Context: an optimization exercise on an open-source flow, tuned for small area and a short achievable clock period. The choices shown serve that exercise and are no tape-out recipe.
Where RTL was checked, it was by simulation tests only, not by an equivalence proof against the original.
Power figures rest on the tool's default switching activity, not on a simulated workload.

## old
==> flow/design.v <==
module fpadd_40_add #(parameter N = 26) (
  input  [N-1:0] p0, g0,
  input          ci,
  output [N-1:0] s
);
localparam L = $clog2(N);
wire [N-1:0] g [0:L];
wire [N-1:0] p [0:L];
assign g[0] = g0 | {{(N-1){1'b0}}, p0[0] & ci};
assign p[0] = p0;
genvar l, i;
generate
  for (l = 0; l < L; l = l + 1) begin : lv
    for (i = 0; i < N; i = i + 1) begin : bt
      if ((i >> l) & 1) begin : mg
        localparam integer J = ((i >> l) << l) - 1;
        assign g[l+1][i] = g[l][i] | (p[l][i] & g[l][J]);
        assign p[l+1][i] = p[l][i] & p[l][J];
      end else begin : ps
        assign g[l+1][i] = g[l][i];
        assign p[l+1][i] = p[l][i];
      end
    end
  end
endgenerate
assign s = p0 ^ {g[L][N-2:0], ci};
endmodule
module fpadd_40(x_40,y_40,res_40,clk_40,rst_40);
input  [31:0] x_40, y_40;
output [31:0] res_40;
input  clk_40, rst_40;
wire [7:0] ex = x_40[30:23];
wire [7:0] ey = y_40[30:23];
wire [7:0] dxy = ex - ey;                    
wire [7:0] dyx = ey - ex;                    
wire [4:0] cxy = (dxy > 8'd24) ? 5'd31 : dxy[4:0];    
wire [4:0] cyx = (dyx > 8'd24) ? 5'd31 : dyx[4:0];
wire       swap = y_40[30:0] > x_40[30:0];   
wire       hx   = |x_40[30:0];
wire       hy   = |y_40[30:0];
reg [22:0] fx1, fy1;
reg        hb1, sw1, sg1, sub1;
reg [7:0]  ea1;
reg [4:0]  d1;
always @(posedge clk_40) begin
  fx1  <= x_40[22:0];
  fy1  <= y_40[22:0];
  hb1  <= swap ? hx : hy;
  sw1  <= swap;
  ea1  <= swap ? ey : ex;
  d1   <= swap ? cyx : cxy;
  sg1  <= (swap ? y_40[31] : x_40[31]) & (hx | hy);
  sub1 <= x_40[31] ^ y_40[31];
end
wire [22:0] fa = sw1 ? fy1 : fx1;
wire [23:0] sb = {hb1, sw1 ? fx1 : fy1};
wire [24:0] b0 = {sb, 1'b0};
wire [24:0] b1 = d1[4] ? {16'd0, b0[24:16]} : b0;
wire [24:0] b2 = d1[3] ? { 8'd0, b1[24:8]}  : b1;
wire [24:0] b3 = d1[2] ? { 4'd0, b2[24:4]}  : b2;
wire [24:0] b4 = d1[1] ? { 2'd0, b3[24:2]}  : b3;
wire [24:0] b5 = d1[0] ? { 1'd0, b4[24:1]}  : b4;
reg [24:1] smask;
integer k;
always @(*) begin
  for (k = 1; k < 25; k = k + 1)
    smask[k] = (d1 > k) && (d1 <= k + 20) && (d1 <= 5'd24);
end
wire sticky = |(b0[24:1] & smask);
wire [25:0] aw = {2'b01, fa, 1'b0};
wire [25:0] bw = {sub1, b5 ^ {25{sub1}}};
wire [25:0] pw = aw ^ bw;
wire [25:0] gw = aw & bw;
reg [25:0] p2;
reg [23:1] g2;            
reg [7:0]  ea2;
reg        ci2, sg2;
always @(posedge clk_40) begin
  p2 <= pw; g2 <= gw[23:1]; ea2 <= ea1 + 8'd1;
  ci2 <= sub1 & ~sticky; sg2 <= sg1;
end
wire [25:0] s;
fpadd_40_add #(26) add (
  .p0(p2),
  .g0({1'b0, ~p2[24], g2, 1'b0}),
  .ci(ci2),
  .s (s)
);
reg [25:0] s3;
reg [7:0]  e3;
reg        sg3;
always @(posedge clk_40) begin
  s3 <= s; e3 <= ea2; sg3 <= sg2;
end
wire [31:0] v = {s3, 6'd0};
wire [15:0] z1;  wire [15:0] c1;       
genvar g;
generate for (g = 0; g < 16; g = g + 1) begin : l1
  assign z1[g] = ~(v[2*g+1] | v[2*g]);
  assign c1[g] = ~v[2*g+1];
end endgenerate
wire [7:0] z2; wire [15:0] c2;         
generate for (g = 0; g < 8; g = g + 1) begin : l2
  assign z2[g] = z1[2*g+1] & z1[2*g];
  assign c2[2*g+1:2*g] = z1[2*g+1] ? {1'b1, c1[2*g]} : {1'b0, c1[2*g+1]};
end endgenerate
wire [3:0] z3; wire [11:0] c3;         
generate for (g = 0; g < 4; g = g + 1) begin : l3
  assign z3[g] = z2[2*g+1] & z2[2*g];
  assign c3[3*g+2:3*g] = z2[2*g+1] ? {1'b1, c2[4*g+1:4*g]} : {1'b0, c2[4*g+3:4*g+2]};
end endgenerate
wire [1:0] z4; wire [7:0] c4;          
generate for (g = 0; g < 2; g = g + 1) begin : l4
  assign z4[g] = z3[2*g+1] & z3[2*g];
  assign c4[4*g+3:4*g] = z3[2*g+1] ? {1'b1, c3[6*g+2:6*g]} : {1'b0, c3[6*g+5:6*g+3]};
end endgenerate
wire       nz = ~(z4[1] & z4[0]);
wire [4:0] lz = z4[1] ? {1'b1, c4[3:0]} : {1'b0, c4[7:4]};
wire [25:0] n1 = lz[4] ? {s3[9:0], 16'd0} : s3;
wire [25:0] n2 = lz[3] ? {n1[17:0], 8'd0} : n1;
wire [25:0] n3 = lz[2] ? {n2[21:0], 4'd0} : n2;
wire [25:0] n4 = lz[1] ? {n3[23:0], 2'd0} : n3;
wire [25:0] n5 = lz[0] ? {n4[24:0], 1'd0} : n4;
wire [5:0]  el = {1'b0, e3[4:0]} - {1'b0, lz};
wire [2:0]  eh = el[5] ? e3[7:5] - 3'd1 : e3[7:5];
wire [31:0] r  = {sg3 & nz, nz ? {eh, el[4:0]} : 8'd0, n5[24:2]};
reg [31:0] r4;
always @(posedge clk_40) r4 <= r;
assign res_40 = r4;
endmodule
export LEC_CHECK = 0
export ABC_AREA = 1
export CAP_MARGIN = 20
export CORE_MARGIN = 2
export CORE_UTILIZATION = 40
export CTS_BUF_LIST = sky130_fd_sc_hd__clkbuf_8
export CTS_CLUSTER_SIZE = 24
export SETUP_SLACK_MARGIN = 2.6
export SLEW_MARGIN = 20
create_clock -name core_clock -period 5.0 [get_ports {clk_40}]
standard.sh (not shown) runs the stock make flow with config.mk's settings and CLKGATE_MAP_FILE= SYNTH_SCRIPT=/design/flow/synth_recipe.tcl, a recipe that flattens the netlist after the stock synthesis.
==> flow/flow/run.sh <==
#!/bin/bash
# Standard ORFS layout, with the port buffers made from buf_2 cells instead
# of the resizer's default pick. Each step's full log stays under orfs/logs/.
set -euo pipefail
bash standard.sh finish 'BUFFER_PORTS_ARGS=-buffer_cell sky130_fd_sc_hd__buf_2' > make_finish.log 2>&1
#### Input delta (new over old)
--- a/flow/design.v
+++ b/flow/design.v
@@ -1,10 +1,9 @@
-module fpadd_40_add #(parameter N = 26) (
+module fpadd_40_add #(parameter N = 26, parameter L = 5) (
   input  [N-1:0] p0, g0,
   input          ci,
   output [N-1:0] s
 );
-localparam L = $clog2(N);
 wire [N-1:0] g [0:L];
 wire [N-1:0] p [0:L];
 assign g[0] = g0 | {{(N-1){1'b0}}, p0[0] & ci};
 assign p[0] = p0;
Results
Clock power: new vs old — no meaningful difference
From new to old, die area did not move at all.
Reported for old and new, non-clock buffer count turned out identical to the last digit.
Diff old..new | adder and majority gate portion of the synthesized area | unchanged
Comparing new against old, there is no change at all in number of filler instances in the final layout.
Re register share of the cell area: no difference whatsoever between new and old.
old → new: clock buffer and inverter area fraction after layout closely matched the old numbers; worst path required time saw little to no change; number of nets with antenna violations after routing held steady.
Function not checked in old: the RTL went through the layout flow alone.

afterwards: timing with drivers on the ports:
How much do the figures lean on ideal ports? The routed layouts below were timed once more, with nothing changed but the port constraints. Step 1 assumes that a clkbuf_16 drives the clock port and a buf_2 every other input. Step 2 adds t to the input delays and takes it off the output delays; t is the mean of the earliest and latest rising clock arrival at the registers after step 1. Input paths then give back, and output paths get back, about the clock's delay inside the block. Three values: no drivers, after step 1, after step 2; two values: the first two.
run	shift t [ns]	setup slack, ns	worst hold slack (ns)	clock arrival spread, ns	worst register clock-pin slew, ns
old	0.512	2.704 / 2.711 / 2.217	0.334 / 0.334 / 0.334	0.025 / 0.026	0.12 / 0.12
new	0.512	2.704 / 2.711 / 2.217	0.334 / 0.334 / 0.334	0.025 / 0.026	0.12 / 0.12
After both steps setup and hold are still met in every run listed.
